Source: an optimization exercise on an open RTL-to-GDS flow (aim: small area and a short achievable clock period). Production flows keep margins and buffers that such runs may drop. At most, simulation tests tie the RTL to the original design; equivalence was not proved.

==> inputs of v4 <==
==> flow/design.v <==
`timescale 1ns / 1ps
module crc #(
	parameter DATA_WIDTH = 32,
	parameter CRC_WIDTH = 32
)
(
	input wire clk,
	input wire resetn,
	input wire clear,
	input wire [CRC_WIDTH-1:0]init_in,
	input wire [CRC_WIDTH:0]poly_in,
	input wire data_reverse,
	input wire crc_reverse,
	input wire [CRC_WIDTH-1:0]xorout_in,
	input wire [DATA_WIDTH-1:0]data_in,
	input wire data_in_valid,
	output wire [CRC_WIDTH-1:0]crc_out
);
localparam M = 19;
reg [31:0] r;        
reg raw;             
reg [32:0] pl;       
reg [31:0] xo;
reg rv;
integer i;
wire a4 = ~|poly_in[32:17];
wire [32:0] b4 = a4 ? {poly_in[16:0], 16'd0} : poly_in;
wire a3 = ~|b4[32:25];
wire [32:0] b3 = a3 ? {b4[24:0], 8'd0} : b4;
wire a2 = ~|b3[32:29];
wire [32:0] b2 = a2 ? {b3[28:0], 4'd0} : b3;
wire a1 = ~|b2[32:31];
wire [32:0] b1 = a1 ? {b2[30:0], 2'd0} : b2;
wire a0 = ~b1[32];
wire [31:0] bn = a0 ? {b1[30:0], 1'b0} : b1[31:0];
reg s4, s3, s2, s1, s0;
reg [31:0] pn;
reg [31:0] mask;
always @(*) begin
	for (i = 0; i < 32; i = i + 1)
		mask[i] = |(pl >> (i + 1));
end
wire [31:0] q;
wire [31:0] e2 [M:32];
assign e2[M] = {r[31:M], {M{1'b0}}};
genvar gi, gj;
generate
	for (gi = 0; gi < M; gi = gi + 1) begin : g_qlo
		assign q[gi] = r[M-1-gi];
	end
	for (gi = M; gi < 32; gi = gi + 1) begin : g_q2
		assign q[gi] = e2[gi][31];
		for (gj = 0; gj <= gi; gj = gj + 1) begin : g_lo
			assign e2[gi+1][gj] = 1'b0;
		end
		for (gj = gi + 1; gj < 32; gj = gj + 1) begin : g_hi
			crc_axo u (.a(e2[gi][gj-1]), .b(pn[gj]), .c(q[gi]), .y(e2[gi+1][gj]));
		end
	end
	for (gj = 0; gj < 32; gj = gj + 1) begin : g_prod
		wire [31:0] acc;
		assign acc[31-gj] = q[31-gj] & pl[0];
		for (gi = 32 - gj; gi < 32; gi = gi + 1) begin : g_t
			crc_axo u (.a(acc[gi-1]), .b(pl[gj-31+gi]), .c(q[gi]), .y(acc[gi]));
		end
	end
endgenerate
wire [31:0] prod;
generate
	for (gj = 0; gj < 32; gj = gj + 1) begin : g_pb
		assign prod[gj] = g_prod[gj].acc[31];
	end
endgenerate
wire [31:0] n = prod & mask;
reg [31:0] nr;
always @(*) begin
	for (i = 0; i < 32; i = i + 1)
		nr[i] = rv ? n[31-i] : n[i];
end
assign crc_out = (nr ^ xo) & {32{~raw}};
wire [31:0] s = raw ? r : n;
wire [31:0] t4 = s4 ? {s[15:0], 16'd0} : s;
wire [31:0] t3 = s3 ? {t4[23:0], 8'd0} : t4;
wire [31:0] t2 = s2 ? {t3[27:0], 4'd0} : t3;
wire [31:0] t1 = s1 ? {t2[29:0], 2'd0} : t2;
wire [31:0] sl = s0 ? {t1[30:0], 1'b0} : t1;
reg [31:0] data;
always @(*) begin
	for (i = 0; i < 32; i = i + 1)
		data[i] = data_reverse ? data_in[31-i] : data_in[i];
end
wire [31:0] e1 [0:M];
assign e1[0] = sl ^ data;
wire [31:0] r_next;
generate
	for (gi = 0; gi < M; gi = gi + 1) begin : g_q1
		assign r_next[M-1-gi] = e1[gi][31];
		for (gj = 0; gj <= gi; gj = gj + 1) begin : g_lo
			assign e1[gi+1][gj] = 1'b0;
		end
		for (gj = gi + 1; gj < 32; gj = gj + 1) begin : g_hi
			crc_axo u (.a(e1[gi][gj-1]), .b(pn[gj]), .c(e1[gi][31]), .y(e1[gi+1][gj]));
		end
	end
endgenerate
assign r_next[31:M] = e1[M][31:M];
always @(posedge clk) begin
	pl <= poly_in;
	pn <= bn;
	{s4, s3, s2, s1, s0} <= {a4, a3, a2, a1, a0};
	xo <= xorout_in;
	rv <= crc_reverse;
	if (clear)
		r <= init_in;
	else if (data_in_valid)
		r <= r_next;
end
always @(posedge clk or negedge resetn) begin
	if (!resetn)
		raw <= 1'b1;
	else if (clear)
		raw <= 1'b1;
	else if (data_in_valid)
		raw <= 1'b0;
end
endmodule
module crc_axo (
	input wire a,
	input wire b,
	input wire c,
	output wire y
);
assign y = a ^ (b & c);
endmodule
==> flow/run.sh <==
#!/bin/bash
# synth_recipe.tcl (not shown) runs the flow's synth.tcl, then flattens the netlist and writes it again
# the make line also repeats each setting of config.mk as NAME=value (left out here)
make -C /OpenROAD-flow-scripts/flow DESIGN_CONFIG=/design/flow/config.mk WORK_HOME=/design/flow/orfs CLKGATE_MAP_FILE= SYNTH_SCRIPT=/design/flow/synth_recipe.tcl finish
==> flow/config.mk <==
export PLATFORM = sky130hd
export DESIGN_NAME = crc
export DESIGN_NICKNAME = crc
export VERILOG_FILES = /design/flow/design.v
export SDC_FILE = /design/flow/constraint.sdc
export NUM_CORES = 4
export LEC_CHECK = 0
export CAP_MARGIN = 20
export CORE_MARGIN = 2
export CORE_UTILIZATION = 25
export GPL_ROUTABILITY_DRIVEN = 1
export PLACE_DENSITY = 0.35
export SLEW_MARGIN = 20
export SYNTH_HIERARCHICAL = 1
==> flow/constraint.sdc <==
create_clock -name core_clock -period 120.0 [get_ports {clk}]
set_input_delay 24.0000 -clock core_clock [delete_from_list [all_inputs] [get_ports {clk}]]
set_output_delay 24.0000 -clock core_clock [all_outputs]
set_load 0.01 [all_outputs]
==> v26 (differences from v4) <==
==> flow/design.v (replaced) <==
`timescale 1ns / 1ps
module crc #(
	parameter DATA_WIDTH = 32,				 
	parameter CRC_WIDTH = 32				   
)
(
	input wire clk,							           
	input wire resetn,						         
	input wire clear,						           
	input wire [CRC_WIDTH-1:0]init_in,	   
	input wire [CRC_WIDTH:0]poly_in,		   
	input wire data_reverse,				       
	input wire crc_reverse,					       
	input wire [CRC_WIDTH-1:0]xorout_in,	 
	input wire [DATA_WIDTH-1:0]data_in,		 
	input wire data_in_valid,				       
	output wire [CRC_WIDTH-1:0]crc_out		 
);
reg [CRC_WIDTH-1:0]state;
reg [CRC_WIDTH-1:0]crc, crc_next;
wire [CRC_WIDTH-1:0]state_out;
reg [DATA_WIDTH-1:0]data;
integer i;
assign crc_out = crc;
always @(posedge clk or negedge resetn) begin
	if (resetn == 1'b0) begin
		state <= 'd0;
		crc <= 'd0;
	end else begin
		if (clear == 1'b1) begin
			state <= init_in;
			crc <= 'd0;
		end else begin
			if (data_in_valid) begin
				state <= state_out;
				crc <= crc_next;
			end
		end
	end
end
always @(*) begin
	data = data_in;
	if (data_reverse == 1'b1) begin
		for (i = 0; i < DATA_WIDTH; i = i + 1) begin
			data[i] = data_in[DATA_WIDTH-1-i];
		end
	end
end
always @(*) begin
	crc_next = state_out;
	if (crc_reverse == 1'b1) begin
		for (i = 0; i < CRC_WIDTH; i = i + 1) begin
			crc_next[i] = state_out[CRC_WIDTH-1-i];
		end
	end
	crc_next = crc_next ^ xorout_in;
end
crc_lfsr #(
	.DATA_WIDTH(DATA_WIDTH),
	.POLY_WIDTH(CRC_WIDTH)
) crc_lfsr_inst (
	.state_in(state),
	.data_in(data),
	.poly_in(poly_in),
	.state_out(state_out)
);
endmodule
module crc_lfsr #(
	parameter DATA_WIDTH = 4,		 
	parameter POLY_WIDTH = 4		 
)
(
	input wire [POLY_WIDTH-1:0]state_in,	 
	input wire [DATA_WIDTH-1:0]data_in,		 
	input wire [POLY_WIDTH  :0]poly_in,		 
	output wire [POLY_WIDTH-1:0]state_out	 
);
reg [POLY_WIDTH-1:0]c_state[DATA_WIDTH  :0];
reg [POLY_WIDTH-1:0]r_state[DATA_WIDTH-1:0];
reg [POLY_WIDTH  :0]t_state[DATA_WIDTH-1:0];
reg [$clog2(POLY_WIDTH+1)-1:0]deg_p;
reg [POLY_WIDTH-1:0]r_mask;
integer i, j;
assign state_out = c_state[DATA_WIDTH] & r_mask;
always @(*) begin
	deg_p = 'd0;
	for (i = 0; i < POLY_WIDTH+1; i = i + 1)begin
		if (poly_in[i] & 1'b1) begin
			deg_p = i;
		end	 
	end
	for (i = 0; i < POLY_WIDTH; i = i + 1) begin
		r_mask[i] = 1'b0;
		if (i < deg_p) begin
			r_mask[i] = 1'b1;
		end
	end
end
always @(*) begin
	c_state[0] = state_in;
	for (i = 0; i < DATA_WIDTH; i = i + 1) begin
		t_state[i][0] = 1'b0; 
		for (j = 1; j < POLY_WIDTH+1; j = j + 1) begin
			t_state[i][j] = c_state[i][j-1];
		end
		for (j = 0; j < POLY_WIDTH; j = j + 1) begin
			r_state[i][j] = t_state[i][j] ^ (poly_in[j] & (t_state[i][deg_p] ^ data_in[DATA_WIDTH-1-i]));
		end
		c_state[i+1] = r_state[i];
	end
end
endmodule
--- a/flow/config.mk
+++ b/flow/config.mk
@@ -12,3 +12,2 @@
 export PLACE_DENSITY = 0.35
 export SLEW_MARGIN = 20
-export SYNTH_HIERARCHICAL = 1
==> v27 (differences from v4) <==
--- a/flow/config.mk
+++ b/flow/config.mk
@@ -8,7 +8,7 @@
 export CAP_MARGIN = 20
 export CORE_MARGIN = 2
-export CORE_UTILIZATION = 25
+export CORE_UTILIZATION = 55
 export GPL_ROUTABILITY_DRIVEN = 1
-export PLACE_DENSITY = 0.35
+export PLACE_DENSITY = 0.65
 export SLEW_MARGIN = 20
 export SYNTH_HIERARCHICAL = 1
==> comparison table <==
Flip-flop and latch count after synthesis: v4 135; v27 135; v26 64
Weighted congestion at the end of routability-driven global placement: v4 0.894; v27 1.05; v26 1.11
Core footprint: v4 89700 µm²; v27 40600 µm²; v26 265000 µm²
Met3 demand-to-capacity share in global routing: v4 1.72%; v27 5.91%; v26 18.6%
DRC marker count from the first detailed-route iteration: v4 1676; v27 2586; v26 18768
Filler cells: v4 9679; v27 3677; v26 29640
Run status: v4 finished clean; v27 finished clean; v26 finished clean
TritonRoute pass-1 iters: v4 5; v27 5; v26 10
Vias per cell: v4 4.87; v27 5.95; v26 7.42
Crit Reg-Reg Startpoint: v4 r[31]; v27 r[31]; v26 state[25]
Metal-1 WL: v4 46.8 mm; v27 34.7 mm; v26 238 mm
Die outline width: v4 304 µm; v27 206 µm; v26 519 µm
Critical path arrival: v4 37.46 ns; v27 36.83 ns; v26 101.04 ns
Buffer and inverter count on the worst path: v4 13; v27 14; v26 14
Setup skew after layout: v4 0.0138 ns; v27 0.0121 ns; v26 0.0105 ns
Total standard cell area after synthesis: v4 22500 µm²; v27 22500 µm²; v26 66300 µm²
No functional check of the RTL was part of v4 and v27.

-- static timing again, ports no longer ideal --
How much do the figures lean on ideal ports? The routed layouts below were timed once more, with nothing changed but the port constraints.
Step 1: set_driving_cell puts a clkbuf_16 on clk and a buf_2 on each other input, an assumption about the parent block.
Step 2 adds t to the input delays and takes it off the output delays; t is the mean of the earliest and latest rising clock arrival at the registers after step 1. Input paths then give back, and output paths get back, about the clock's delay inside the block.
Slacks: no drivers / after step 1 / after step 2; pairs: no drivers / after step 1.
run	t (ns)	setup WS [ns]	worst register clock-pin slew, ns	worst slew at a driven data input, ns
v4	0.527	82.754 / 82.796 / 82.269	0.07 / 0.07	0.06
v26	0.391	19.232 / 19.248 / 18.858	0.07 / 0.07	0.10
v27	0.496	83.358 / 83.391 / 82.895	0.07 / 0.07	0.10
After both steps every run listed still meets setup and hold. For v4, which loses most, drivers alone change the setup slack by +0.042 ns; drivers and shift together by -0.485 ns.
